From an optimization exercise on the open Yosys and OpenROAD flow, aimed at small area, a short achievable clock period and few clock cycles; shortcuts taken in it are not production practice. At most, simulation tests tie the RTL to the original design; equivalence was not proved. Only the layout flow was run in runs 1 to 3; the RTL was not checked for function there.

### flow/design.v
module fxp_smul
#( parameter QINT=8,
    parameter QFRAC=16)
(out, a, b);
    localparam BIT_WIDTH = QINT + QFRAC; 
    output signed [BIT_WIDTH-1:0] out;
    input signed [BIT_WIDTH-1:0] a;
    input signed [BIT_WIDTH-1:0] b;
    wire [BIT_WIDTH*2-1:0] mul_out;
    assign mul_out = a * b;
    assign out = {mul_out[BIT_WIDTH*2-1],mul_out[BIT_WIDTH*2-QINT-2:QFRAC]};
endmodule
module cordic(i_clk, i_rst, i_en, o_vld, o_cosine, o_sine, i_theta);
    input i_clk;
    input i_rst;
    input i_en;
    input signed [23:0] i_theta;
    output signed [23:0] o_cosine;
    output signed [23:0] o_sine;
    output o_vld;
    localparam W = 19;
    localparam R = 21;
    reg signed [W-1:0] r1, r2, q;
    reg signed [R-1:0] p;        
    reg [1:0]          mode;     
    reg [5:0]          cnt;      
    reg                busy;
    reg                lst;      
    reg                rw1;      
    reg                rw2n;     
    reg                dbl;      
    reg [3:0]          sh1;      
    reg [3:0]          sh2n;     
    reg                i1, i2;   
    reg                c1r, c2r; 
    reg                ip;       
    reg                m1;       
    reg                vld;
    assign o_vld = vld;
    assign o_cosine = {{6{r2[W-1]}}, r2[W-1:1]};
    assign o_sine   = {{6{r1[W-1]}}, r1[W-1:1]};
    wire [4:0] ai = cnt[5:1];
    wire [16:0] ang =
        ai == 5'd0  ? (dbl ? 17'h1921e : 17'h0) :
        ai == 5'd1  ? 17'h76b1 :
        ai == 5'd2  ? 17'h3eb6 :
        ai == 5'd3  ? 17'h1fd5 :
        ai == 5'd4  ? 17'h0ffa :
        ai == 5'd5  ? 17'h07ff :
        ai == 5'd6  ? 17'h03ff :
        ai == 5'd7  ? 17'h01ff :
        ai == 5'd8  ? 17'h00ff :
        ai == 5'd9  ? 17'h007f :
        ai == 5'd10 ? 17'h003f :
        ai == 5'd11 ? 17'h001f :
        ai == 5'd12 ? 17'h0010 :
        ai == 5'd13 ? 17'h0008 :
        ai == 5'd14 ? 17'h0004 : 17'h0000;
    wire signed [W-1:0] a1 = rw1 ? r1 : q;
    wire signed [W-1:0] a2 = rw2n ? p[W-1:0] : r2;
    wire signed [W-1:0] s1 = (i1 ? ~r2 : r2) >>> sh1;
    wire signed [W-1:0] s2 = (i2 ? ~r1 : r1) >>> (~sh2n);
    wire c1 = c1r | (m1 & ~|r2[1:0]);
    wire c2 = c2r | (m1 & ~|r1[1:0]);
    wire [W:0]  t1 = {a1, c1} + {s1, c1};
    wire [W:0]  t2 = {a2, c2} + {s2, c2};
    wire [R:0]  tp = {p, ip} + {ip ? ~{4'd0, ang} : {4'd0, ang}, ip};
    wire signed [W-1:0] n1 = t1[W:1];
    wire signed [W-1:0] n2 = t2[W:1];
    wire signed [R-1:0] pa = tp[R:1];
    wire pn = mode[1] ? (pa[R-1] | (mode[0] & ~pa[R-2])) : mode[0];
    wire [4:0] th = i_theta[23:19];
    wire [1:0] mode0 = th == 5'd0 ? 2'b10 : th == 5'h1f ? 2'b11 : {1'b0, i_theta[23]};
    wire d0n = i_theta[23];
    wire d1n = d0n ? (i_theta < -24'sd51471) : (i_theta < 24'sd51471);
    wire [5:0] cn = cnt + 6'd1;
    wire       rn = cn < 6'd30;    
    wire [3:0] shn = rn ? cn[4:1] : (cn == 6'd34 ? 4'd4 : 4'd2);
    wire       minv = cn != 6'd34;
    wire       sub1 = pn ^ cn[0];
    always @(posedge i_clk) begin
        if (i_rst) begin
            busy <= 1'b0;
            vld  <= 1'b0;
        end else if (i_en) begin
            busy <= 1'b1;
            vld  <= 1'b0;
        end else begin
            vld <= busy && cnt == 6'd35;
            if (busy && cnt == 6'd35) busy <= 1'b0;
        end
        if (lst) q <= n1;
        if (i_en) begin
            r1   <= 19'sh10000;
            r2   <= d0n ? -19'sh10000 : 19'sh10000;
            p    <= {2'b00, i_theta[18:0]};
            mode <= mode0;
            dbl  <= d0n == d1n;
            cnt  <= 6'd1;
            lst  <= 1'b0;
            rw1  <= 1'b1;
            rw2n <= 1'b0;
            sh1  <= 4'd0;
            sh2n <= 4'd15;
            i1   <= ~d1n;
            i2   <=  d1n;
            c1r  <= ~d1n;
            c2r  <=  d1n;
            ip   <= ~d0n;
            m1   <= 1'b0;
        end else begin
            cnt <= cn;
            r1 <= n2;
            r2 <= n1;
            if (lst) p[W-1:0] <= n2;
            else     p <= pa;
            lst  <= cn == 6'd29;
            rw1  <= rn;
            rw2n <= ~rn;
            sh1  <= shn;
            sh2n <= ~shn;
            i1   <= rn ?  sub1 : minv;
            i2   <= rn ? ~sub1 : minv;
            c1r  <= rn &  sub1;
            c2r  <= rn & ~sub1;
            ip   <= rn & ~pn;
            m1   <= cn == 6'd30;
        end
    end
endmodule
### flow/flow/run.sh
#!/bin/bash
# The standard layout (the standard.sh), except that the port buffers
# buffer_ports inserts are buf_1 cells instead of the larger delay buffers it
# picks by default (every port still gets one), and repair_timing aims at a
# setup slack margin of 6.0 ns.
set -euo pipefail
export BUFFER_PORTS_ARGS="-buffer_cell sky130_fd_sc_hd__buf_1"
bash standard.sh SETUP_SLACK_MARGIN=6.0 finish > standard_flow.log 2>&1
### flow/standard.sh
#!/bin/bash
# synth_recipe.tcl (not shown) runs the flow's synth.tcl, then flattens the netlist and writes it again
# the make line also repeats each setting of config.mk as NAME=value (left out here)
make -C /OpenROAD-flow-scripts/flow DESIGN_CONFIG=/design/flow/config.mk WORK_HOME=/design/flow/orfs CLKGATE_MAP_FILE= SYNTH_SCRIPT=/design/flow/synth_recipe.tcl "${@:-finish}"
### flow/config.mk
export PLATFORM = sky130hd
export DESIGN_NAME = cordic
export DESIGN_NICKNAME = cordic
export VERILOG_FILES = /design/flow/design.v
export SDC_FILE = /design/flow/constraint.sdc
export NUM_CORES = 4
export LEC_CHECK = 0
export CAP_MARGIN = 20
export CORE_MARGIN = 2
export CORE_UTILIZATION = 40
export SETUP_SLACK_MARGIN = 5
export SLEW_MARGIN = 20
### flow/constraint.sdc
create_clock -name core_clock -period 10.0 [get_ports {i_clk}]
set_input_delay 2.0000 -clock core_clock [delete_from_list [all_inputs] [get_ports {i_clk}]]
set_output_delay 2.0000 -clock core_clock [all_outputs]
set_load 0.01 [all_outputs]
==> results.yml, run 1 <==
outcome:
  status: "no timing/DRC/antenna violations"
place:
  port_buffers: 75
  hpwl_um: 20690
  globalplace.congestion: 0.9240
worst_setup_path:
  worstPathRequired_ns: 10.25
  cp_slowest_cell: "mux4_2"
  crit_chain: "buf_6 -> mux4_2 -> xor2_1 -> o211ai_1 -> o21ai_1 -> ha_1 -> a21o_1 -> a21oi_4 -> a21oi_2 -> or3_4 -> a2111oi_4 -> o41ai_2 -> xnor2_2 -> mux2i_1 -> mux2_2"
  crit_path_max_fanout: 8
  critPathCaptureType: "flip-flop"
  arrival_ns: 4.22
  path_class: "reg2reg"
  r2r_setup_slack_ns: 6.03
  cp-start-kind: "flip-flop"
  cpPeakStageDelay_ns: 0.50
detailed_routing:
  drt_pass1_iterations: 7
  wire_per_inst_um: 19.58
  ant_nets: 0
  route.detailed.drc: 0
  vias: 8011
  routed_via_density: 5.630
  drt_iter0_markers: 743
  wirelength_um: 27860
clocking:
  h-tree-depth: 3
  cts_buffers: 9
  hold_buffers: 0
  root_buffer: "clkbuf_16"
  cts_tree: "done"
  cts_sinks: 106
  clkTransAtPathRegs_ns: 0.08
  cts.path.max_buffers: 2
  clk_latency_ns: 0.37
grt:
  grt_max_degree: 89
  track_usage_pct: 22.23
  antenna_found_initial: 0
  grt_overflow: 0
  grt_pass1_wl_um: 42270
  grt_pass1_vias: 7338
yosys:
  synth.distinct_cells: 77
  syn_nets: 1184
  synth_top_area_share_pct: 17.66
  ys_ff_latch: 106
  synth_flop_cell: "dfxtp_1"
  synth_area_leaders: "dfxtp_1 (18%), ha_1 (7.8%), edfxtp_1 (6.9%)"
  yosysSeqAreaShare_pct: 24.59
  synth-edff-count: 22
  async_flop_share_pct: 0
  synthesis.area_um2: 9524
  avgSynthCellArea_um2: 8.690
  ys_warn_count: 1
  synth_area_leader_cell: "dfxtp_1"
  synthesis.instances: 1096
finish:
  utilization_pct: 44.09
  multiInputGateArea_um2: 6626
  drive_gt1_share_pct: 16.76
  syn2layout_area_growth_pct: 8.342
  final_common_cell: "nand2_1"
  nNetsFinal: 1187
  num_antenna_cells: 0
  regArea_um2: 2377
  final_cell_mix: "nand2_1 (80), a21oi_1 (76), buf_1 (74)"
  num-fill-cells: 2327
flow_run:
  maxCapViolCount: 0
min_path:
  min_path_type: "reg2reg"
timing:
  report.final.setup_viol: 0
  slew_headroom_pct: 31.20
  min_period_ns: 3.969
  finalMaxSlewViolations: 0
  worst_pin_slew_ns: 1.031
  rsz0062_at_grt: "yes"
  max_freq_ghz: 0.2519
  hold_viol: 0
  fin_crit_sh_pct: 39.69
  tns_ns: 0
  fin_worst_skew_ns: 0.01255
floorplanning:
  io_pins: 76
  start_util_pct: 40.70
  dieArea_um2: 25060
  die_y_um: 158.3
  rows: 56
  core_area_um2: 23400
  die_w_um: 158.3
-- path summary, 6_finish.rpt --
kind / start / end / cells after the start
setup / recovery: sh2n[0] / p[17] / 15
hold / removal: p[19] / p[19] / 2
setup reg to reg: sh2n[0] / p[17] / 15
hold reg to reg: p[19] / p[19] / 2
-- critical path: cells and delay by family (launching register included) --
family | cells | cell delay [ns]
AND/OR/NAND/NOR | 1 | 0.42
buffers and inverters | 1 | 0.14
multiplexers | 3 | 0.87
flip-flops | 1 | 0.44
XOR/XNOR | 2 | 0.33
adder cells (fa/ha/maj) | 1 | 0.37
AO/OA/AOI/OAI | 7 | 1.29
-- cells in the mapped netlist (3+ instances only) --
cell type and instances:
xnor2_1 68, a41oi_1 3, nor4_1 5, o21bai_1 6
mux2i_1 49, nand3_1 13, a21oi_1 83, nor2b_1 40
edfxtp_1 22, dfxtp_1 84, nor2_1 73, o211ai_1 8
mux2_2 54, o21a_1 7, inv_1 30, a211o_1 7
buf_2 6, o221ai_1 3, and2_1 4, o21ai_0 67
or2_2 5, nor3_1 22, mux4_2 18, o22ai_1 3
or3_1 9, nand4_1 5, nand2b_1 18, xor2_1 49
buf_1 9, a22oi_1 6, a31oi_1 8, a31o_2 3
ha_1 59, and3_1 5, clkbuf_1 41, buf_4 48
a21o_1 22, a211oi_1 7, nand2_1 80
-- per-layer routing --
layer / vias to the layer above / global-route usage [%] / routed length, um
met1: 3856 / 31.29 / 12810
met4: 0 / 5.491 / 501
li1: 3897 / - / -
met5: - / 0 / 0
met2: 230 / 35.69 / 13140
met3: 28 / 3.457 / 1418
-- repair_timing --
| item | in CTS | in global routing |
|---|---|---|
| pin swaps | 3 | 12 |
| hold endpoints to repair | 0 | 0 |
| gates resized for setup | 22 | 47 |
| setup endpoints to repair | 47 | 28 |
| buffers inserted | 9 | 9 |
-- cell type report --
cell class / instances / share of cell area [%]
Clock buffer: 9 / 2.183
Clock inverter: 7 / 0.8245
Inverter: 31 / 1.128
Multi-Input combinational cell: 852 / 64.22
Sequential cell: 106 / 23.04
Tap cell: 319 / 3.868
Timing Repair Buffer: 99 / 4.741
-- state kept, by name, indices dropped and copies added (netlist names) --
signal,flops
busy,1
c1r,1
c2r,1
cnt,6
dbl,1
i1,1
i2,1
ip,1
lst,1
m1,1
mode,2
p,21
q,19
r1,19
r2,19
rw1,1
rw2n,1
sh1,4
sh2n,4
vld,1
-- stage by stage --
| step | instance area, um^2 | setup WS, ns | instances | hold WS (ns) |
|---|---|---|---|---|
| 2_1_floorplan | 9528 | 6.081 | 1096 | 0.4362 |
| 3_3_place_gp | 9649 | 5.350 | 1389 | 0.4585 |
| 3_5_place_dp | 9649 | 5.272 | 1389 | 0.4611 |
| 4_1_cts | 10070 | 5.966 | 1414 | 0.4722 |
| 5_1_grt | 10320 | 5.842 | 1423 | 0.4857 |
| 6_report | 10320 | 6.031 | 1423 | 0.4703 |
-- cells by family after synthesis --
kind of cell	share of synthesized area, %
xor gates and xnor gates	11.17
buffers and inverters	7.580
muxes	15.79
AOI/OAI and AO/OA	17.88
and+or+nand+nor	14.82
adders and majority gates	8.171
DFF	24.59
==> run 2, diff against run 1 <==
==> flow/flow/run.sh (replaced) <==
#!/bin/bash
# The standard layout (the standard.sh), except that the port buffers
# buffer_ports inserts are buf_1 cells instead of the larger delay buffers it
# picks by default (every port still gets one), and repair_timing aims at a
# setup slack margin of 6.5 ns.
set -euo pipefail
export BUFFER_PORTS_ARGS="-buffer_cell sky130_fd_sc_hd__buf_1"
bash standard.sh SETUP_SLACK_MARGIN=6.5 finish > standard_flow.log 2>&1
==> run 2 against run 1 <==
Synthesized area is the same. Maximum frequency grew 1.0%. Utilization grew 5.5 points. Wire length grew 6.7%.
==> results.yml, run 2 <==
outcome:
  status: "no timing/DRC/antenna violations"
detailed_routing:
  drt_iter0_markers: 543
  wirelength_um: 29720
  route.detailed.drc: 0
  wire_per_inst_um: 19.84
  routed_via_density: 5.632
  vias: 8436
  ant_nets: 0
  drt_pass1_iterations: 5
grt:
  grt_pass1_vias: 7624
  grt_overflow: 0
  track_usage_pct: 23.02
  antenna_found_initial: 0
  grt_pass1_wl_um: 43470
  grt_max_degree: 74
timing:
  setup_slack_ns: 6.071
  min_period_ns: 3.929
  worst_pin_slew_ns: 0.9887
  fin_worst_skew_ns: 0.01584
  report.final.setup_viol: 0
  finalMaxSlewViolations: 0
  hold_viol: 0
  rsz0062_at_grt: "yes"
  max_freq_ghz: 0.2545
  tns_ns: 0
  fin_crit_sh_pct: 39.29
  slew_headroom_pct: 33.99
flow_run:
  maxCapViolCount: 0
yosys:
  async_flop_share_pct: 0
  synth_flop_cell: "dfxtp_1"
  synth_area_leaders: "dfxtp_1 (18%), ha_1 (7.8%), edfxtp_1 (6.9%)"
  yosysSeqAreaShare_pct: 24.59
  synth.distinct_cells: 77
  yosysMostFrequentCell: "dfxtp_1"
  avgSynthCellArea_um2: 8.690
  synth-edff-count: 22
  synth_top_area_share_pct: 17.66
  ys_warn_count: 1
  syn_nets: 1184
  ys_ff_latch: 106
  yosys-top-cells-count: "dfxtp_1 (84), a21oi_1 (83), nand2_1 (80)"
  synthesis.area_um2: 9524
  synthesis.instances: 1096
  synth_area_leader_cell: "dfxtp_1"
clocking:
  cts_tree: "done"
  cts_sinks: 106
  root_buffer: "clkbuf_16"
  clk_latency_ns: 0.37
  h-tree-depth: 3
  cts.path.max_buffers: 2
  clkTransAtPathRegs_ns: 0.08
  hold_buffers: 0
  cts_buffers: 9
floorplanning:
  start_util_pct: 40.70
  die_w_um: 158.3
  rows: 56
  dieArea_um2: 25060
  core_area_um2: 23400
  die_y_um: 158.3
  io_pins: 76
place:
  pre_cts_slack_ns: 5.372
  globalplace.congestion: 0.9022
  hpwl_um: 20610
  port_buffers: 75
  dp_cells: 1390
worst_setup_path:
  crit_path_max_fanout: 6
  arrival_ns: 4.18
  path_class: "reg2reg"
  cp-start-kind: "flip-flop"
  critPathCaptureType: "flip-flop"
  worstPathRequired_ns: 10.25
finish:
  num-fill-cells: 2207
  largest_reg_flops: 21
  num_antenna_cells: 0
  final_common_cell: "buf_4"
  fin_cells: 1498
  regArea_um2: 2396
  largest-register: "p"
  drive_gt1_share_pct: 29.86
  nNetsFinal: 1262
  utilization_pct: 49.56
  multiInputGateArea_um2: 7213
  syn2layout_area_growth_pct: 21.78
  final_cell_mix: "buf_4 (79), nand2_1 (76), buf_1 (72)"
min_path:
  min_path_type: "reg2reg"
-- run 2: cell counts after synthesis --
No cell type changed its count.
-- run 2: final timing paths --
path / cells past startpoint / startpoint / endpoint / slack (ns)
max reg2reg: 17 / sh2n[0] / p[17] / 6.07
min reg2reg: 2 / p[19] / p[19] / 0.48
max: 17 / sh2n[0] / p[17] / 6.07
min: 2 / p[19] / p[19] / 0.48
-- run 2: layout make-up --
cell class,count,area share (%)
clock inverter,5,0.6904
timing repair buffer,174,9.978
sequential,106,20.66
multi-input combinational,852,62.19
clock buffer,11,2.006
tap,319,3.441
inverter,31,1.036
-- run 2: cell families (layout without fill, tap and decap cells) --
family          count (synthesis)  in the layout  share of synthesized area [%]
buf+inv                       138            221                          7.580
simple gates                  289            289                          14.82
xor+xnor                      119            119                          11.17
mux                           121            121                          15.79
flops                         106            106                          24.59
fa+ha+maj                      61             61                          8.171
compound gates                262            262                          17.88
-- run 2: stage by stage --
step | cell area [um^2] | hold slack (ns)
global placement | 9672 | 0.4575
detailed placement | 9672 | 0.4742
CTS | 10920 | 0.4853
global route | 11600 | 0.5050
finish | 11600 | 0.4802
floorplan | 9614 | 0.4362
-- run 2: what timing repair did --
item | CTS | global route
pin swaps | 60 | 57
setup endpoints to repair | 64 | 49
setup buffers | 63 | 29
resized for setup | 128 | 90
-- run 2: per-layer routing --
metal  part of all wire (%)  up-vias  track usage [%]
li1                       -     4036                -
met2                     46      291            36.81
met5                      0        -                0
met1                     44     4052            31.03
met4                    3.7        0            9.095
met3                    6.0       57            3.838
-- run 2: worst max-delay path, stage by stage (launching register included) --
cell,delay (ns)
dfxtp_4,0.39
buf_12,0.13
mux2i_2,0.23
mux2i_1,0.13
xnor2_1,0.27
nand2_1,0.09
o21ai_1,0.10
a21oi_1,0.10
ha_1,0.35
a21oi_2,0.16
o21bai_1,0.11
or3_1,0.31
or3_4,0.35
a2111oi_4,0.39
o41ai_2,0.13
xnor2_2,0.21
mux2i_1,0.10
mux2_2,0.28
==> run 3, diff against run 2 <==
==> flow/flow/run.sh (replaced) <==
#!/bin/bash
# The standard layout (the standard.sh), except that the port buffers
# buffer_ports inserts are buf_1 cells instead of the larger delay buffers it
# picks by default (every port still gets one), and repair_timing aims at a
# setup slack margin of 6.25 ns.
set -euo pipefail
export BUFFER_PORTS_ARGS="-buffer_cell sky130_fd_sc_hd__buf_1"
bash standard.sh SETUP_SLACK_MARGIN=6.25 finish > standard_flow.log 2>&1
==> run 3 against run 2 <==
Via count shrank 4.1%. Die area unchanged. Critical path depth fell by 2. Still clean on timing, DRC and antenna. Critical path type unchanged.
==> results.yml, run 3 <==
outcome:
  status: "no timing/DRC/antenna violations"
min_path:
  hold-path-cell-count: 2
  whs_endpoint: "p[19]"
  hp-start: "p[19]"
  min_path_type: "reg2reg"
grt:
  grt_overflow: 0
  grt_max_degree: 75
  grt_pass1_wl_um: 42890
  grt_pass1_vias: 7540
  antenna_found_initial: 0
  track_usage_pct: 22.68
worst_setup_path:
  worstPathRequired_ns: 10.25
  cpPeakStageDelay_ns: 0.50
  cp-start-kind: "flip-flop"
  crit_path_max_fanout: 6
  critPathCaptureType: "flip-flop"
  crit_chain: "buf_4 -> mux4_2 -> xor2_1 -> inv_1 -> o21ai_1 -> ha_1 -> inv_1 -> o21bai_1 -> or3_1 -> or3_4 -> a2111oi_4 -> o41ai_2 -> xnor2_2 -> mux2i_1 -> mux2_2"
  rr_worst_depth: 15
  path_class: "reg2reg"
  timing.rr.start: "sh2n[0]"
  cpLargestDelayFamily: "multiplexers"
  cp_common_cell: "inv_1"
  cp_slowest_cell: "mux4_2"
  critPathLaunch: "sh2n[0]"
  timing.rr.end: "p[17]"
  critical_path_buf_inv_count: 3
  arrival_ns: 4.09
  r2r_setup_slack_ns: 6.15
yosys:
  synth-simple-area-share_pct: 14.82
  yosysMostFrequentCell: "dfxtp_1"
  synth_top_area_share_pct: 17.66
  yosys-top-cells-count: "dfxtp_1 (84), a21oi_1 (83), nand2_1 (80)"
  muxShareOfSynthArea_pct: 15.79
  synthAdderAreaFrac_pct: 8.171
  syn_nets: 1184
  ys_ff_latch: 106
  synth.distinct_cells: 77
  avgSynthCellArea_um2: 8.690
  ys_warn_count: 1
  async_flop_share_pct: 0
  synthXorXnorAreaFrac_pct: 11.17
  synth_compound_area_share_pct: 17.88
  synth_area_leader_cell: "dfxtp_1"
  synth-edff-count: 22
  synthesis.area_um2: 9524
  synth_area_leaders: "dfxtp_1 (18%), ha_1 (7.8%), edfxtp_1 (6.9%)"
  synthesis.instances: 1096
  synth_flop_cell: "dfxtp_1"
  yosysSeqAreaShare_pct: 24.59
  synth_top_family_by_area: "compound AO/OA/AOI/OAI gates"
timing:
  worst_pin_slew_ns: 0.9362
  min_period_ns: 3.845
  fin_worst_skew_ns: 0.01124
  setup_slack_ns: 6.155
  finalMaxSlewViolations: 0
  tns_ns: 0
  hold_viol: 0
  fin_crit_sh_pct: 38.45
  slew_headroom_pct: 37.50
  report.final.setup_viol: 0
  max_freq_ghz: 0.2601
  rsz0062_at_grt: "yes"
place:
  globalplace.congestion: 0.8817
  hpwl_um: 20590
  pre_cts_slack_ns: 5.311
  port_buffers: 75
clocking:
  cts_buffers: 9
  cts_tree: "done"
  clk_latency_ns: 0.36
  clkTransAtPathRegs_ns: 0.08
  h-tree-depth: 3
  root_buffer: "clkbuf_16"
  cts_sinks: 106
  cts.path.max_buffers: 2
detailed_routing:
  vias: 8094
  wirelength_um: 28630
  top_layer: "met4"
  ant_nets: 0
  wl_met2_um: 13440
  drt_iter0_markers: 678
  drt_pass1_iterations: 5
  wl_met1_um: 12870
  wl_met3_um: 1519
  wire_per_inst_um: 19.64
  routed_via_density: 5.551
  route.detailed.drc: 0
finish:
  num-fill-cells: 2329
  nNetsFinal: 1221
  final_common_cell: "nand2_1"
  final_cell_mix: "nand2_1 (79), a21oi_1 (75), buf_1 (74)"
  largest_reg_flops: 21
  drive_gt1_share_pct: 21.79
  largest-register: "p"
  syn2layout_area_growth_pct: 12.89
floorplanning:
  io_pins: 76
  start_util_pct: 40.70
  core_area_um2: 23400
  die_y_um: 158.3
  rows: 56
  dieArea_um2: 25060
  die_w_um: 158.3
flow_run:
  maxCapViolCount: 0
## run 3: changes by cell type in the layout (fill, tap and decap cells not counted), sizes merged
cell / change
clkbuf: -3
diode: +1
inv: +2
bufinv: -2
buf: -38
clkinv: +1
clkinvlp: -1
## run 3: cells by family after synthesis
group,Yosys count
buffers and inverters,138
adder cells (fa/ha/maj),61
flip-flops,106
multiplexers,121
XOR/XNOR,119
AO/OA/AOI/OAI,262
AND/OR/NAND/NOR,289
## run 3: metrics by stage
step	instances	area [um^2]	utilization [%]	hold WS [ns]
after detailed placement	1390	9658	41.27	0.4740
after global routing	1457	10750	45.93	0.5075
after CTS	1439	10400	44.43	0.4846
final	1458	10750	45.94	0.4755
after global placement	1390	9658	41.27	0.4616
after floorplan	1096	9559	-	0.4362
## run 3: worst max-delay path by stage
stage             to  slack (ns)  cells after the start
4_1_cts        p[17]        6.20                     15
3_5_place_dp   p[17]        5.31                     14
3_3_place_gp   p[17]        5.36                     14
6_report       p[17]        6.15                     15
5_1_grt        p[17]        5.90                     16
2_1_floorplan  p[17]        6.26                     18
## run 3: layer usage
layer  global-route usage (%)  vias up
li1                         -     3968
met1                    31.27     3843
met2                    36.87      243
met3                    3.048       40
met4                    7.079        0
met5                        0        -
## run 3: area by class of cell
class                           count  area (um^2)  share of cell area, %
Clock inverter                      5        37.54                 0.3491
Tap cell                          319        399.1                  3.712
Antenna cell                        1        2.502                0.02327
Multi-Input combinational cell    852         6792                  63.17
Inverter                           31        116.4                  1.082
Clock buffer                       11        252.7                  2.351
Sequential cell                   106         2390                  22.23
Timing Repair Buffer              133        762.0                  7.087
## run 3: what timing repair did
action,in CTS,in global routing
gates resized for setup,71,56
buffers inserted,33,18
setup endpoints to repair,64,35
hold buffers,0,0
pin swaps,19,37
## run 3: tightest hold or removal path: cells and delay by family (launching register included)
kind | cells | cell delay, ns
compound gates | 1 | 0.05
simple gates | 1 | 0.05
flops | 1 | 0.33
==> run 4, diff against run 3 <==
--- a/flow/design.v
+++ b/flow/design.v
@@ -73,6 +73,7 @@
     wire [1:0] mode0 = th == 5'd0 ? 2'b10 : th == 5'h1f ? 2'b11 : {1'b0, i_theta[23]};
     wire d0n = i_theta[23];
     wire d1n = d0n ? (i_theta < -24'sd51471) : (i_theta < 24'sd51471);
+    wire [W-1:0] pe = i_en ? i_theta[W-1:0] : pa[W-1:0];
     wire [5:0] cn = cnt + 6'd1;
     wire       rn = cn < 6'd30;    
     wire [3:0] shn = rn ? cn[4:1] : (cn == 6'd34 ? 4'd4 : 4'd2);
@@ -90,10 +91,11 @@
             if (busy && cnt == 6'd35) busy <= 1'b0;
         end
         if (lst) q <= n1;
+        p[W-1:0] <= (lst & ~i_en) ? n2 : pe;
         if (i_en) begin
             r1   <= 19'sh10000;
             r2   <= d0n ? -19'sh10000 : 19'sh10000;
-            p    <= {2'b00, i_theta[18:0]};
+            p[R-1:W] <= 2'b00;
             mode <= mode0;
             dbl  <= d0n == d1n;
             cnt  <= 6'd1;
@@ -112,8 +114,7 @@
             cnt <= cn;
             r1 <= n2;
             r2 <= n1;
-            if (lst) p[W-1:0] <= n2;
-            else     p <= pa;
+            p[R-1:W] <= pa[R-1:W];
             lst  <= cn == 6'd29;
             rw1  <= rn;
             rw2n <= ~rn;
==> flow/flow/run.sh (replaced) <==
#!/bin/bash
# The standard layout (the standard.sh), except that the port buffers
# buffer_ports inserts are buf_1 cells instead of the larger delay buffers it
# picks by default (every port still gets one), and repair_timing aims at a
# setup slack margin of 6.0 ns.
set -euo pipefail
export BUFFER_PORTS_ARGS="-buffer_cell sky130_fd_sc_hd__buf_1"
bash standard.sh SETUP_SLACK_MARGIN=6.0 finish > standard_flow.log 2>&1
--- a/flow/config.mk
+++ b/flow/config.mk
@@ -7,6 +7,7 @@
 export LEC_CHECK = 0
 export CAP_MARGIN = 20
 export CORE_MARGIN = 2
-export CORE_UTILIZATION = 40
+export CORE_UTILIZATION = 60
+export PLACE_DENSITY = 0.75
 export SETUP_SLACK_MARGIN = 5
 export SLEW_MARGIN = 20
==> run 4 against run 3 <==
Maximum frequency fell by 4.7%. Cell count fell by 9.9%. Synthesized cell count fell by 1.3%. Wire length fell by 12%. Non-clock buffer count fell by 22. Critical path type unchanged.
==> results.yml, run 4 <==
yosys:
  synth-edff-count: 22
  yosysMostFrequentCell: "dfxtp_1"
  synth.distinct_cells: 85
  synthesis.area_um2: 9395
  synth_flop_cell: "dfxtp_1"
  syn_nets: 1170
  avgSynthCellArea_um2: 8.683
  synthesis.instances: 1082
  synth_top_area_share_pct: 17.90
  ys_warn_count: 1
  ys_ff_latch: 106
  synth_area_leaders: "dfxtp_1 (18%), ha_1 (7.9%), edfxtp_1 (7.0%)"
  synth_area_leader_cell: "dfxtp_1"
  async_flop_share_pct: 0
  yosysSeqAreaShare_pct: 24.93
  yosys-top-cells-count: "dfxtp_1 (84), a21oi_1 (79), nor2_1 (78)"
finish:
  regArea_um2: 2381
  num_antenna_cells: 0
  largest-register: "p"
  syn2layout_area_growth_pct: 9.375
  fin_area_um2: 10280
  drive_gt1_share_pct: 18.06
  final_cell_mix: "nor2_1 (76), buf_1 (74), nand2_1 (72)"
  nNetsFinal: 1185
  multiInputGateArea_um2: 6621
  utilization_pct: 67.35
  num-fill-cells: 1275
  largest_reg_flops: 21
  final_common_cell: "nor2_1"
worst_setup_path:
  worstPathRequired_ns: 10.12
  timing.rr.end: "q[17]"
  cpLargestDelayFamily: "compound AO/OA/AOI/OAI gates"
  cp-start-kind: "flip-flop"
  rr_worst_depth: 15
  critical_path_buf_inv_count: 1
  cp_common_cell: "mux2i_1"
  critPathCaptureType: "flip-flop"
  crit_path_max_fanout: 6
  arrival_ns: 4.15
  cp_slowest_cell: "mux4_2"
  crit_chain: "buf_6 -> mux4_2 -> xor2_2 -> mux2i_1 -> mux2i_1 -> ha_1 -> nor2b_4 -> o21ai_2 -> a21boi_2 -> o2111ai_2 -> a31oi_4 -> a21oi_2 -> o211ai_1 -> o311a_1 -> or2_1"
  cpPeakStageDelay_ns: 0.51
  path_class: "reg2reg"
  timing.rr.start: "sh1[0]"
  r2r_setup_slack_ns: 5.97
timing:
  slew_headroom_pct: 26.24
  fin_worst_skew_ns: 0.009939
  whs_ns: 0.4823
  hold_viol: 0
  finalMaxSlewViolations: 0
  report.final.setup_viol: 0
  min_period_ns: 4.033
  fin_crit_sh_pct: 40.33
  rsz0062_at_grt: "yes"
  max_freq_ghz: 0.2479
  worst_pin_slew_ns: 1.106
  tns_ns: 0
floorplanning:
  start_util_pct: 61.57
  io_pins: 76
  die_w_um: 129.1
  core_area_um2: 15260
  rows: 45
  dieArea_um2: 16680
  die_y_um: 129.1
clocking:
  root_buffer: "clkbuf_16"
  cts.path.max_buffers: 2
  clkTransAtPathRegs_ns: 0.08
  h-tree-depth: 3
  cts_sinks: 106
  cts_buffers: 9
  clk_latency_ns: 0.37
  cts_tree: "done"
grt:
  antenna_found_initial: 0
  grt_pass1_vias: 7029
  grt_pass1_wl_um: 37690
  track_usage_pct: 29.05
  grt_max_degree: 90
  grt_overflow: 0
min_path:
  min_path_type: "reg2reg"
  whs_endpoint: "vld"
  hp-start: "busy"
  hold-path-cell-count: 1
detailed_routing:
  ant_nets: 0
  drt_iter0_markers: 754
  wirelength_um: 25230
  wire_per_inst_um: 19.22
  route.detailed.drc: 0
  routed_via_density: 6.160
  vias: 8088
  drt_pass1_iterations: 5
place:
  port_buffers: 75
  hpwl_um: 17860
  globalplace.congestion: 0.9423
  dpl-instance-area_um2: 9394
outcome:
  status: "no timing/DRC/antenna violations"
flow_run:
  maxCapViolCount: 0
## run 4: logic make-up (layout without fill, tap and decap cells)
| kind of cell | after synthesis | in the layout | synth area share (%) |
|---|---|---|---|
| simple gates | 291 | 291 | 15.28 |
| compound gates | 255 | 255 | 18.05 |
| buf+inv | 141 | 161 | 7.684 |
| xor+xnor | 115 | 115 | 10.72 |
| mux | 113 | 113 | 15.06 |
| flops | 106 | 106 | 24.93 |
| fa+ha+maj | 61 | 61 | 8.283 |
## run 4: worst max path at each step
stage,startpoint,to,slack (ns),cells after the start
4_1_cts,sh1[0],q[17],5.88,15
2_1_floorplan,sh1[0],q[17],6.01,16
5_1_grt,sh1[0],q[17],5.86,16
6_report,sh1[0],q[17],5.97,15
3_5_place_dp,sh1[0],q[17],5.19,14
3_3_place_gp,sh1[0],q[17],5.27,14
## run 4: final cells by class
cell class	count	share of cell area (%)
inverters	34	1.242
repair buffers	111	5.747
well taps	211	2.569
clock buffers	10	2.228
flip-flops and latches	106	23.17
multi-input cells	835	64.43
clock inverters	6	0.6088
## run 4: per-stage QoR
stage	cells	setup WS, ns
after global placement	1267	5.267
final	1313	5.967
after floorplan	1082	6.013
after detailed placement	1267	5.195
after global routing	1313	5.860
after CTS	1290	5.877
## run 4: layer usage
metal	vias up	routed length (um)	global-route usage, %
met5	-	0	0
met4	0	401	4.987
met3	33	1648	4.294
met2	368	11530	46.32
li1	3864	-	-
met1	3823	11650	42.44
## run 4: timing repair
item / 4_1_cts / 5_1_grt
pin swaps: 3 / 27
setup endpoints to repair: 42 / 26
gates resized for setup: 22 / 69
hold buffers: 0 / 0
setup buffers: 7 / 23
Testbench counts of run 4, summed over its fixed seeds: cycles 73,736.
==> run 5, diff against run 4 <==
--- a/flow/config.mk
+++ b/flow/config.mk
@@ -7,7 +7,7 @@
 export LEC_CHECK = 0
 export CAP_MARGIN = 20
 export CORE_MARGIN = 2
-export CORE_UTILIZATION = 60
-export PLACE_DENSITY = 0.75
+export CORE_UTILIZATION = 40
+export PLACE_DENSITY = 0.7
 export SETUP_SLACK_MARGIN = 5
 export SLEW_MARGIN = 20
==> run 5 against run 4 <==
Still clean on timing, DRC and antenna. Sequential cell count unchanged. Critical path depth unchanged. Count of clock-buffer cells in the layout increased by 1. Die area increased by 48%. Via count decreased by 1.3%. Cell count increased by 8.8%. Sequential share of layout area decreased by 0.54 points. Clock skew increased by 0.0021 ns. Register-to-register slack improved by 0.03 ns. Wire length increased by 3.1%. Setup slack improved by 0.029 ns.
==> results.yml, run 5 <==
clocking:
  root_buffer: "clkbuf_16"
  clk_latency_ns: 0.37
  clkTransAtPathRegs_ns: 0.08
  cts_tree: "done"
  h-tree-depth: 3
  cts_buffers: 9
  cts_sinks: 106
  cts.path.max_buffers: 2
finish:
  num-fill-cells: 2240
  fin_area_um2: 10540
  final_common_cell: "nor2_1"
  final_cell_mix: "nor2_1 (77), buf_1 (74), nand2_1 (71)"
  largest_reg_flops: 21
  nNetsFinal: 1192
  drive_gt1_share_pct: 18.21
  syn2layout_area_growth_pct: 12.19
  num_antenna_cells: 0
  largest-register: "p"
  utilization_pct: 45.31
timing:
  min_period_ns: 4.004
  max_freq_ghz: 0.2498
  worst_pin_slew_ns: 0.9833
  fin_crit_sh_pct: 40.04
  fin_worst_skew_ns: 0.01206
  rsz0062_at_grt: "yes"
  slew_headroom_pct: 34.45
  tns_ns: 0
  hold_viol: 0
  report.final.setup_viol: 0
  finalMaxSlewViolations: 0
place:
  hpwl_um: 18570
  globalplace.congestion: 0.8719
  port_buffers: 75
  dpl-instance-area_um2: 9537
detailed_routing:
  drt_pass1_iterations: 6
  drt_iter0_markers: 589
  route.detailed.drc: 0
  vias: 7982
  wirelength_um: 26000
  ant_nets: 0
  routed_via_density: 5.590
  wire_per_inst_um: 18.21
yosys:
  synth_flop_cell: "dfxtp_1"
  synthesis.instances: 1082
  ys_ff_latch: 106
  ys_warn_count: 1
  synthesis.area_um2: 9395
  avgSynthCellArea_um2: 8.683
  yosysMostFrequentCell: "dfxtp_1"
  syn_nets: 1170
  yosysSeqAreaShare_pct: 24.93
  synth.distinct_cells: 85
  synth_top_area_share_pct: 17.90
  synth-edff-count: 22
  async_flop_share_pct: 0
  synth_area_leaders: "dfxtp_1 (18%), ha_1 (7.9%), edfxtp_1 (7.0%)"
  yosys-top-cells-count: "dfxtp_1 (84), a21oi_1 (79), nor2_1 (78)"
  synth_area_leader_cell: "dfxtp_1"
floorplanning:
  core_area_um2: 23260
  io_pins: 76
  start_util_pct: 40.39
  die_w_um: 157.3
  rows: 56
  dieArea_um2: 24730
  die_y_um: 157.3
worst_setup_path:
  worstPathRequired_ns: 10.12
  cp_slowest_cell: "mux4_2"
  critPathCaptureType: "flip-flop"
  cpLargestDelayFamily: "compound AO/OA/AOI/OAI gates"
  crit_path_max_fanout: 6
  critical_path_buf_inv_count: 1
  path_class: "reg2reg"
  arrival_ns: 4.13
  cpPeakStageDelay_ns: 0.54
  crit_chain: "buf_12 -> mux4_2 -> xnor2_1 -> a21oi_1 -> mux2_2 -> ha_1 -> a21oi_2 -> a21oi_4 -> o311ai_4 -> a31oi_4 -> a31oi_4 -> nor2_4 -> o31ai_4 -> a21oi_2 -> or2_1"
  cp-start-kind: "flip-flop"
grt:
  grt_max_degree: 90
  track_usage_pct: 20.25
  antenna_found_initial: 0
  grt_pass1_wl_um: 39110
  grt_pass1_vias: 7377
  grt_overflow: 0
outcome:
  status: "no timing/DRC/antenna violations"
min_path:
  min_path_type: "reg2reg"
flow_run:
  maxCapViolCount: 0
## run 5: cell counts after synthesis
No cell type changed its count.
## run 5: worst paths after layout
check	slack, ns	depth (start not counted)	endpoint	startpoint
worst max register to register	6.00	15	q[18]	sh1[0]
worst min-delay path	0.49	1	vld	busy
worst min register to register	0.49	1	vld	busy
worst max-delay path	6.00	15	q[18]	sh1[0]
## run 5: logic make-up (layout without fill, tap and decap cells)
family / after synthesis / count (layout) / share of synthesized area [%]
mux: 113 / 113 / 15.06
simple gates: 291 / 291 / 15.28
fa+ha+maj: 61 / 61 / 8.283
buf+inv: 141 / 168 / 7.684
compound gates: 255 / 255 / 18.05
flops: 106 / 106 / 24.93
xor+xnor: 115 / 115 / 10.72
## run 5: layer usage
layer	wire length [um]	up-vias	global-route usage (%)	share of wire [%]
met1	11340	3796	26.54	44
li1	-	3879	-	-
met5	0	-	0	0
met2	12330	252	33.50	47
met4	1031	0	9.221	4.0
met3	1295	55	2.258	5.0
## run 5: area by class of cell
type / count / area (um^2) / area share [%]
clock buffer: 11 / 264.0 / 2.505
clock inverter: 5 / 40.04 / 0.3799
inverter: 34 / 127.6 / 1.211
multi-input combinational: 835 / 6643 / 63.02
sequential: 106 / 2385 / 22.63
tap: 319 / 399.1 / 3.787
timing repair buffer: 118 / 681.9 / 6.470
## run 5: what timing repair did
action                     CTS  global route
buffers inserted             9            25
cloned                       0             2
hold buffers                 0             0
pin swaps                    1            29
gates resized for setup     23            68
setup endpoints to repair   43            31
## run 5: through the flow
| stage | hold slack, ns | setup WS [ns] | instances |
|---|---|---|---|
| 5_1_grt | 0.5293 | 5.899 | 1428 |
| 2_1_floorplan | 0.4394 | 6.013 | 1082 |
| 3_5_place_dp | 0.4737 | 5.255 | 1376 |
| 6_report | 0.4906 | 5.996 | 1428 |
| 4_1_cts | 0.4900 | 5.962 | 1401 |
| 3_3_place_gp | 0.4605 | 5.382 | 1376 |
## run 5: worst register-to-register path, delay by kind of cell (launching register included)
kind | cells | cell delay, ns
compound gates | 8 | 1.59
mux | 2 | 0.86
flops | 1 | 0.39
fa+ha+maj | 1 | 0.32
simple gates | 2 | 0.30
xor+xnor | 1 | 0.18
buf+inv | 1 | 0.12
==> run 6, diff against run 5 <==
--- a/flow/config.mk
+++ b/flow/config.mk
@@ -8,6 +8,5 @@
 export CAP_MARGIN = 20
 export CORE_MARGIN = 2
 export CORE_UTILIZATION = 40
-export PLACE_DENSITY = 0.7
 export SETUP_SLACK_MARGIN = 5
 export SLEW_MARGIN = 20
==> run 6 against run 5 <==
Utilization decreased by 0.24 points. Critical path depth decreased by 1. Sequential cell count unchanged. Cell count decreased by 0.49%. Setup slack improved by 0.11 ns. Still clean. First-iteration DRC count decreased by 17%. Critical endpoint is now i1. Register-to-register slack improved by 0.11 ns. Count of clock-buffer cells in the layout decreased by 2.
==> results.yml, run 6 <==
outcome:
  status: "no timing/DRC/antenna violations"
yosys:
  yosysMostFrequentCell: "dfxtp_1"
  synth_top_area_share_pct: 17.90
  syn_nets: 1170
  synth_flop_cell: "dfxtp_1"
  async_flop_share_pct: 0
  ys_ff_latch: 106
  synthesis.area_um2: 9395
  synth-edff-count: 22
  ys_warn_count: 1
  synth_area_leaders: "dfxtp_1 (18%), ha_1 (7.9%), edfxtp_1 (7.0%)"
  yosys-top-cells-count: "dfxtp_1 (84), a21oi_1 (79), nor2_1 (78)"
  synth.distinct_cells: 85
  synthesis.instances: 1082
  avgSynthCellArea_um2: 8.683
  synth_area_leader_cell: "dfxtp_1"
  yosysSeqAreaShare_pct: 24.93
timing:
  slew_headroom_pct: 40.14
  fin_worst_skew_ns: 0.01179
  max_freq_ghz: 0.2565
  tns_ns: 0
  hold_viol: 0
  rsz0062_at_grt: "yes"
  finalMaxSlewViolations: 0
  min_period_ns: 3.898
  worst_pin_slew_ns: 0.8979
  report.final.setup_viol: 0
  fin_crit_sh_pct: 38.98
finish:
  largest_reg_flops: 21
  nNetsFinal: 1185
  regArea_um2: 2384
  final_common_cell: "nor2_1"
  multiInputGateArea_um2: 6638
  syn2layout_area_growth_pct: 11.59
  num_antenna_cells: 0
  final_cell_mix: "nor2_1 (77), buf_1 (74), nand2_1 (71)"
  fin_cells: 1421
  num-fill-cells: 2321
  drive_gt1_share_pct: 17.97
  largest-register: "p"
detailed_routing:
  ant_nets: 0
  vias: 7866
  routed_via_density: 5.536
  drt_iter0_markers: 487
  wirelength_um: 25870
  route.detailed.drc: 0
  wire_per_inst_um: 18.21
  drt_pass1_iterations: 5
clocking:
  root_buffer: "clkbuf_16"
  cts.path.max_buffers: 2
  clk_latency_ns: 0.37
  cts_tree: "done"
  h-tree-depth: 3
  clkTransAtPathRegs_ns: 0.08
  hold_buffers: 0
  cts_sinks: 106
  cts_buffers: 9
worst_setup_path:
  worstPathRequired_ns: 10.24
  critical_path_buf_inv_count: 0
  cp_common_cell: "xnor2_1"
  cp-start-kind: "flip-flop"
  path_class: "reg2reg"
  crit_path_max_fanout: 12
  critPathCaptureType: "flip-flop"
  arrival_ns: 4.14
  cp_slowest_cell: "a2111o_1"
  cpLargestDelayFamily: "compound AO/OA/AOI/OAI gates"
  cpPeakStageDelay_ns: 0.47
  r2r_setup_slack_ns: 6.10
  crit_chain: "or3_1 -> a21oi_1 -> nor3b_2 -> xor2_1 -> ha_2 -> a2111o_1 -> a31oi_4 -> o31ai_4 -> a21oi_2 -> a311oi_2 -> xnor2_1 -> a22oi_2 -> xnor2_1 -> o211ai_1"
min_path:
  min_path_type: "reg2reg"
grt:
  grt_max_degree: 80
  grt_pass1_vias: 7119
  grt_pass1_wl_um: 39230
  grt_overflow: 0
  track_usage_pct: 20.60
  antenna_found_initial: 0
floorplanning:
  rows: 56
  io_pins: 76
  start_util_pct: 40.39
  dieArea_um2: 24730
  core_area_um2: 23260
  die_y_um: 157.3
  die_w_um: 157.3
place:
  hpwl_um: 19120
  port_buffers: 75
  dp_cells: 1378
  globalplace.congestion: 0.8494
flow_run:
  maxCapViolCount: 0
-- run 6: cell types whose count changed in the layout (fill, tap and decap cells not counted), sizes merged --
cell and delta:
buf -8, clkinv +3, inv -1, clkbuf -1
-- run 6: layer usage --
metal | GRT usage, % | part of all wire [%]
met1 | 28.45 | 47
met5 | 0 | 0
met2 | 33.48 | 46
met4 | 6.840 | 2.1
met3 | 2.368 | 4.4
-- run 6: worst register-to-register path, cell delays in order (launching register included) --
cell,delay (ns)
dfxtp_4,0.39
or3_1,0.38
a21oi_1,0.19
nor3b_2,0.08
xor2_1,0.19
ha_2,0.36
a2111o_1,0.47
a31oi_4,0.22
o31ai_4,0.13
a21oi_2,0.26
a311oi_2,0.15
xnor2_1,0.18
a22oi_2,0.27
xnor2_1,0.14
o211ai_1,0.36
-- run 6: worst paths after layout --
check,start,to,cells past startpoint
setup / recovery,cnt[2],i1,14
hold / removal,busy,vld,1
setup reg to reg,cnt[2],i1,14
hold reg to reg,busy,vld,1
-- run 6: timing repair --
action                     CTS  global route
resized for setup           32            60
buffers inserted             6            19
pin swaps                    1            28
hold endpoints to repair     0             0
gates cloned                 0             2
setup endpoints to repair   43            26
-- run 6: per-stage QoR --
| step | setup slack (ns) | hold WS [ns] | utilization, % | area [um^2] |
|---|---|---|---|---|
| finish | 6.102 | 0.4978 | 45.07 | 10480 |
| global placement | 5.340 | 0.4605 | 41.07 | 9554 |
| CTS | 5.990 | 0.4984 | 43.07 | 10020 |
| floorplan | 6.013 | 0.4394 | - | 9397 |
| detailed placement | 5.307 | 0.4848 | 41.07 | 9554 |
| global route | 5.940 | 0.5412 | 45.07 | 10480 |
-- run 6: cell families after synthesis --
| logic type | after synthesis | synth area share (%) |
|---|---|---|
| buffers and inverters | 141 | 7.684 |
| XOR/XNOR | 115 | 10.72 |
| flip-flops | 106 | 24.93 |
| AO/OA/AOI/OAI | 255 | 18.05 |
| multiplexers | 113 | 15.06 |
| adder cells (fa/ha/maj) | 61 | 8.283 |
| AND/OR/NAND/NOR | 291 | 15.28 |
-- run 6: final cells by class --
type                    count  share of cell area [%]
multi-input cells         835                   63.31
flip-flops and latches    106                   22.74
repair buffers            111                   5.979
well taps                 319                   3.807
clock buffers               9                   2.148
inverters                  34                   1.217
clock inverters             7                  0.7996
==> run 7, diff against run 6 <==
--- a/flow/design.v
+++ b/flow/design.v
@@ -26,13 +26,11 @@
     reg [5:0]          cnt;      
     reg                busy;
     reg                lst;      
-    reg                rw1;      
-    reg                rw2n;     
+    reg                rw;       
     reg                dbl;      
     reg [3:0]          sh1;      
     reg [3:0]          sh2n;     
     reg                i1, i2;   
-    reg                c1r, c2r; 
     reg                ip;       
     reg                m1;       
     reg                vld;
@@ -56,12 +54,12 @@
         ai == 5'd12 ? 17'h0010 :
         ai == 5'd13 ? 17'h0008 :
         ai == 5'd14 ? 17'h0004 : 17'h0000;
-    wire signed [W-1:0] a1 = rw1 ? r1 : q;
-    wire signed [W-1:0] a2 = rw2n ? p[W-1:0] : r2;
+    wire signed [W-1:0] a1 = rw ? r1 : q;
+    wire signed [W-1:0] a2 = rw ? r2 : p[W-1:0];
     wire signed [W-1:0] s1 = (i1 ? ~r2 : r2) >>> sh1;
     wire signed [W-1:0] s2 = (i2 ? ~r1 : r1) >>> (~sh2n);
-    wire c1 = c1r | (m1 & ~|r2[1:0]);
-    wire c2 = c2r | (m1 & ~|r1[1:0]);
+    wire c1 = (rw & i1) | (m1 & ~|r2[1:0]);
+    wire c2 = (rw & i2) | (m1 & ~|r1[1:0]);
     wire [W:0]  t1 = {a1, c1} + {s1, c1};
     wire [W:0]  t2 = {a2, c2} + {s2, c2};
     wire [R:0]  tp = {p, ip} + {ip ? ~{4'd0, ang} : {4'd0, ang}, ip};
@@ -100,14 +98,11 @@
             dbl  <= d0n == d1n;
             cnt  <= 6'd1;
             lst  <= 1'b0;
-            rw1  <= 1'b1;
-            rw2n <= 1'b0;
+            rw   <= 1'b1;
             sh1  <= 4'd0;
             sh2n <= 4'd15;
             i1   <= ~d1n;
             i2   <=  d1n;
-            c1r  <= ~d1n;
-            c2r  <=  d1n;
             ip   <= ~d0n;
             m1   <= 1'b0;
         end else begin
@@ -116,14 +111,11 @@
             r2 <= n1;
             p[R-1:W] <= pa[R-1:W];
             lst  <= cn == 6'd29;
-            rw1  <= rn;
-            rw2n <= ~rn;
+            rw   <= rn;
             sh1  <= shn;
             sh2n <= ~shn;
             i1   <= rn ?  sub1 : minv;
             i2   <= rn ? ~sub1 : minv;
-            c1r  <= rn &  sub1;
-            c2r  <= rn & ~sub1;
             ip   <= rn & ~pn;
             m1   <= cn == 6'd30;
         end
==> run 7 against run 6 <==
Design area decreased by 2.4%. Synthesized area shrank 0.65%. Sequential share of layout area is 0.093 points lower. Via count decreased by 0.34%.
==> results.yml, run 7 <==
outcome:
  status: "no timing/DRC/antenna violations"
yosys:
  yosysMostFrequentCell: "nor2_1"
  yosysSeqAreaShare_pct: 24.45
  synthesis.instances: 1089
  synthesis.area_um2: 9334
  syn_nets: 1177
  async_flop_share_pct: 0
  ys_warn_count: 1
  ys_ff_latch: 103
  yosys-top-cells-count: "nor2_1 (97), dfxtp_1 (81), a21oi_1 (79)"
  synth-edff-count: 22
  synth_area_leaders: "dfxtp_1 (17%), ha_1 (7.9%), edfxtp_1 (7.1%)"
  synth.distinct_cells: 71
  avgSynthCellArea_um2: 8.571
  synth_flop_cell: "dfxtp_1"
  synth_area_leader_cell: "dfxtp_1"
  synth_top_area_share_pct: 17.37
worst_setup_path:
  r2r_setup_slack_ns: 6.04
  cp-start-kind: "flip-flop"
  timing.rr.start: "sh1[0]"
  arrival_ns: 4.21
  path_class: "reg2reg"
  timing.rr.end: "r2[18]"
  worstPathRequired_ns: 10.25
  crit_path_max_fanout: 5
  rr_worst_depth: 16
  critPathCaptureType: "flip-flop"
clocking:
  clkTransAtPathRegs_ns: 0.07
  clk_latency_ns: 0.36
  cts_buffers: 9
  root_buffer: "clkbuf_16"
  cts_sinks: 103
  cts.path.max_buffers: 2
  h-tree-depth: 3
  cts_tree: "done"
detailed_routing:
  vias: 7839
  drt_iter0_markers: 445
  ant_nets: 0
  routed_via_density: 5.517
  wirelength_um: 26340
  route.detailed.drc: 0
  drt_pass1_iterations: 4
  wire_per_inst_um: 18.54
timing:
  max_freq_ghz: 0.2527
  worst_pin_slew_ns: 1.015
  tns_ns: 0
  hold_viol: 0
  finalMaxSlewViolations: 0
  whs_ns: 0.4557
  min_period_ns: 3.957
  report.final.setup_viol: 0
  fin_crit_sh_pct: 39.57
  slew_headroom_pct: 32.27
  rsz0062_at_grt: "yes"
  fin_worst_skew_ns: 0.005935
finish:
  num-fill-cells: 2273
  num_antenna_cells: 0
  largest_reg_flops: 21
  largest-register: "p"
  final_cell_mix: "nor2_1 (96), a21oi_1 (75), buf_1 (74)"
  final_common_cell: "nor2_1"
  syn2layout_area_growth_pct: 9.585
  fin_area_um2: 10230
  nNetsFinal: 1191
  drive_gt1_share_pct: 16.79
  regArea_um2: 2316
  multiInputGateArea_um2: 6538
place:
  globalplace.congestion: 0.8438
  dpl-instance-area_um2: 9478
  port_buffers: 75
  hpwl_um: 19620
min_path:
  hp-start: "cnt[0]"
  min_path_type: "reg2reg"
  hold-path-cell-count: 1
  whs_endpoint: "cnt[0]"
flow_run:
  maxCapViolCount: 0
grt:
  grt_pass1_wl_um: 40700
  top_usage_layer: "met2"
  grt_util_met1_pct: 28.34
  grt_use_met2_pct: 36.57
  grt_max_degree: 57
  grt_overflow: 0
  antenna_found_initial: 0
  grt_pass1_vias: 7383
  met3_usage_pct: 3.766
  track_usage_pct: 21.56
floorplanning:
  dieArea_um2: 24570
  start_util_pct: 40.98
  rows: 55
  core_area_um2: 22780
  die_y_um: 156.8
  die_w_um: 156.8
  io_pins: 76
[run 7: layout make-up]
cell class	count	share of cell area, %
Multi-Input combinational cell	849	63.91
Sequential cell	103	22.64
Timing Repair Buffer	108	5.297
Tap cell	313	3.829
Clock buffer	10	2.336
Inverter	32	1.174
Clock inverter	6	0.8073
[run 7: cell families after synthesis]
group,after synthesis,synth area share (%)
flip-flops,103,24.45
AND/OR/NAND/NOR,292,14.89
XOR/XNOR,111,10.42
AO/OA/AOI/OAI,270,18.90
adder cells (fa/ha/maj),61,8.338
buffers and inverters,137,7.560
multiplexers,115,15.44
[run 7: routing by layer]
layer	wire, um	part of all wire, %	vias to the layer above
met3	1034	3.9	19
met5	0	0	-
met4	348	1.3	0
met1	12220	46	3769
met2	12740	48	154
li1	-	-	3897
[run 7: stage by stage]
stage          std cells  utilization (%)  worst slack (ns)
2_1_floorplan       1089                -             6.030
3_3_place_gp        1379            41.61             5.098
3_5_place_dp        1379            41.61             5.018
4_1_cts             1401            43.42             5.990
5_1_grt             1421            44.91             5.904
6_report            1421            44.91             6.043
[run 7: what timing repair did]
item / in CTS / in global routing
setup endpoints to repair: 49 / 32
pin swaps: 0 / 21
resized for setup: 24 / 57
hold buffers: 0 / 0
buffers inserted: 6 / 20
[run 7: worst max path at each step]
stage	start	endpoint	slack [ns]	depth (start not counted)
floorplan	sh1[1]	r2[17]	6.03	16
detailed placement	sh1[0]	r2[17]	5.02	15
global placement	sh1[0]	r2[17]	5.10	15
finish	sh1[0]	r2[18]	6.04	16
CTS	r2[8]	r2[17]	5.99	18
global route	sh1[0]	r2[18]	5.90	16
[run 7: worst max-delay path: stages (launching register included)]
cell,delay (ns)
dfxtp_4,0.38
buf_6,0.13
buf_6,0.10
mux4_2,0.53
mux2i_1,0.19
xor2_1,0.16
mux2i_1,0.09
ha_2,0.26
a211oi_4,0.22
a2111oi_4,0.14
o311a_4,0.39
o41a_1,0.43
a21oi_2,0.22
a21oi_1,0.10
a21oi_2,0.14
xnor2_1,0.09
mux2_4,0.26
Testbench counts of run 7, summed over its fixed seeds: cycles 73,736.
==> run 8, diff against run 7 <==
--- a/flow/config.mk
+++ b/flow/config.mk
@@ -5,6 +5,7 @@
 export SDC_FILE = /design/flow/constraint.sdc
 export NUM_CORES = 4
 export LEC_CHECK = 0
+export ABC_AREA = 1
 export CAP_MARGIN = 20
 export CORE_MARGIN = 2
 export CORE_UTILIZATION = 40
==> run 8 against run 7 <==
Sequential cell count stayed put. Count of clock-buffer cells in the layout stayed put. Design area is 2.5% lower. Still clean. Sequential share of layout area is 0.45 points higher. Via count is 15% higher.
==> results.yml, run 8 <==
timing:
  max_freq_ghz: 0.2694
  fin_crit_sh_pct: 37.12
  worst_pin_slew_ns: 0.7913
  rsz0062_at_grt: "no"
  finalMaxSlewViolations: 0
  fin_worst_skew_ns: 0.004722
  slew_headroom_pct: 47.25
  whs_ns: 0.4448
  report.final.setup_viol: 0
  hold_viol: 0
  tns_ns: 0
  min_period_ns: 3.712
finish:
  num_antenna_cells: 0
  syn2layout_area_growth_pct: 6.108
  largest-register: "p"
  final_common_cell: "nand2_1"
  nNetsFinal: 1497
  drive_gt1_share_pct: 5.941
  final_cell_mix: "nand2_1 (353), o21ai_0 (152), inv_1 (147)"
  largest_reg_flops: 21
detailed_routing:
  wirelength_um: 28730
  route.detailed.drc: 0
  ant_nets: 0
  drt_pass1_iterations: 5
  vias: 9001
  routed_via_density: 5.194
  drt_iter0_markers: 667
  wire_per_inst_um: 16.58
clocking:
  h-tree-depth: 3
  clk_latency_ns: 0.36
  hold_buffers: 0
  cts_buffers: 9
  cts.path.max_buffers: 2
  cts_sinks: 103
  clkTransAtPathRegs_ns: 0.07
  cts_tree: "done"
  root_buffer: "clkbuf_16"
yosys:
  synth_area_leaders: "dfxtp_1 (17%), nand2_1 (14%), o21ai_0 (8.3%)"
  yosysSeqAreaShare_pct: 24.27
  ys_warn_count: 1
  ys_ff_latch: 103
  synth-edff-count: 22
  synth_area_leader_cell: "dfxtp_1"
  synthesis.area_um2: 9403
  synthesis.instances: 1408
  avgSynthCellArea_um2: 6.678
  syn_nets: 1496
  synth_flop_cell: "dfxtp_1"
  yosysMostFrequentCell: "nand2_1"
  async_flop_share_pct: 0
  synth_top_area_share_pct: 17.25
  synth.distinct_cells: 58
  yosys-top-cells-count: "nand2_1 (353), o21ai_0 (155), inv_1 (150)"
worst_setup_path:
  critical_path_buf_inv_count: 3
  cp_common_cell: "nand2_1"
  crit_chain: "clkinvlp_4 -> o21ai_0 -> nand2_1 -> o21ai_0 -> nand2_1 -> o21ai_1 -> inv_1 -> o21ai_0 -> inv_1 -> fa_1 -> o31ai_2 -> nand2_1 -> nand2_1 -> a21oi_2 -> o21ai_2 -> a21boi_1 -> o21ai_2 -> xor2_1 -> and2_1"
  critPathCaptureType: "flip-flop"
  cp-start-kind: "flip-flop"
  path_class: "reg2reg"
  cpPeakStageDelay_ns: 0.46
  arrival_ns: 4.02
  cp_slowest_cell: "dfxtp_4"
  worstPathRequired_ns: 10.30
  cpLargestDelayFamily: "compound AO/OA/AOI/OAI gates"
  crit_path_max_fanout: 16
grt:
  grt_pass1_wl_um: 44150
  grt_pass1_vias: 8176
  grt_overflow: 0
  track_usage_pct: 23.19
  antenna_found_initial: 0
  grt_max_degree: 73
place:
  globalplace.congestion: 0.9360
  hpwl_um: 23370
  port_buffers: 75
floorplanning:
  core_area_um2: 23260
  rows: 56
  start_util_pct: 40.42
  die_y_um: 157.3
  dieArea_um2: 24750
  die_w_um: 157.3
  io_pins: 76
outcome:
  status: "no timing/DRC/antenna violations"
flow_run:
  maxCapViolCount: 0
min_path:
  min_path_type: "reg2reg"
## run 8: cell types whose count changed in the layout (fill, tap and decap cells not counted), sizes merged, moves of 15 or more
cell / delta
nand2: +289
mux2i: -41
and2: -24
nand3: +32
mux4: -18
a21o: -17
o21ai: +99
xnor2: -15
inv: +121
nor2: +16
buf: -25
mux2: -49
## run 8: timing repair
item,in CTS,in global routing
setup buffers,0,4
gates cloned,1,3
endpoints found under the setup margin,29,41
resized for setup,4,21
## run 8: cells by family (layout without fill, tap and decap cells)
logic type,after synthesis,after routing,synth area share [%]
flops,103,103,24.27
fa+ha+maj,61,61,8.277
xor+xnor,105,105,9.780
simple gates,565,565,25.30
mux,7,7,0.7452
buf+inv,255,261,12.39
compound gates,312,312,19.24
## run 8: worst min-delay path: stages, from the launching register on
cell	delay, ns
dfxtp_1	0.31
inv_1	0.04
nor4_1	0.04
## run 8: per-layer routing
layer	wire [um]	vias to the layer above	part of all wire, %	GRT usage (%)
met3	1833	38	6.4	3.166
li1	-	4604	-	-
met5	0	-	0	0
met4	609	0	2.1	5.758
met1	13320	4077	46	32.28
met2	12970	282	45	37.76
## run 8: worst paths after layout
kind / start / endpoint / slack, ns / cells past startpoint
worst max-delay path: sh1[0] / r2[15] / 6.29 / 19
worst min-delay path: busy / vld / 0.44 / 2
worst max register to register: sh1[0] / r2[15] / 6.29 / 19
worst min register to register: busy / vld / 0.44 / 2
## run 8: area by class of cell
class	instances	area [um^2]
well taps	319	399.1
inverters	158	604.3
fillers	2549	13290
clock inverters	6	92.59
repair buffers	83	350.3
clock buffers	10	229.0
flip-flops and latches	103	2303
multi-input cells	1050	5976
repair inverters	4	22.52
## run 8: stage by stage
stage	std cells	instance area, um^2	worst slack (ns)	utilization, %
5_1_grt	1733	9977	6.003	42.89
6_report	1733	9977	6.288	42.89
3_5_place_dp	1709	9543	5.723	41.02
3_3_place_gp	1709	9543	5.718	41.02
2_1_floorplan	1408	9403	6.758	-
4_1_cts	1726	9877	6.013	42.46

-- separate check: timing with driven ports --
How much do the figures lean on ideal ports? The routed layouts below were timed once more, with nothing changed but the port constraints. Step 1 assumes that a clkbuf_16 drives the clock port and a buf_2 every other input. Step 2, shift: input delay + t, output delay - t, t = (earliest + latest rising clock arrival at the registers) / 2. This alone moves slack from input paths to output paths. a / b / c = ideal / step 1 / step 2; a / b = the first two.
| run | shift t [ns] | slack for setup (ns) | worst slew at a driven data input, ns |
|---|---|---|---|
| run 1 | 0.409 | 6.031 / 6.031 / 5.888 | 0.03 |
| run 2 | 0.410 | 6.071 / 6.071 / 6.071 | 0.04 |
| run 3 | 0.403 | 6.155 / 6.155 / 5.980 | 0.04 |
| run 4 | 0.408 | 5.967 / 5.967 / 5.967 | 0.03 |
| run 5 | 0.407 | 5.996 / 5.996 / 5.967 | 0.05 |
| run 6 | 0.408 | 6.102 / 6.102 / 5.865 | 0.04 |
| run 7 | 0.407 | 6.043 / 6.043 / 6.043 | 0.05 |
| run 8 | 0.396 | 6.288 / 6.288 / 5.915 | 0.03 |
After both steps every run listed still meets setup and hold. For run 8, which loses most, drivers alone change the setup slack by 0.000 ns; drivers and shift together by -0.373 ns.
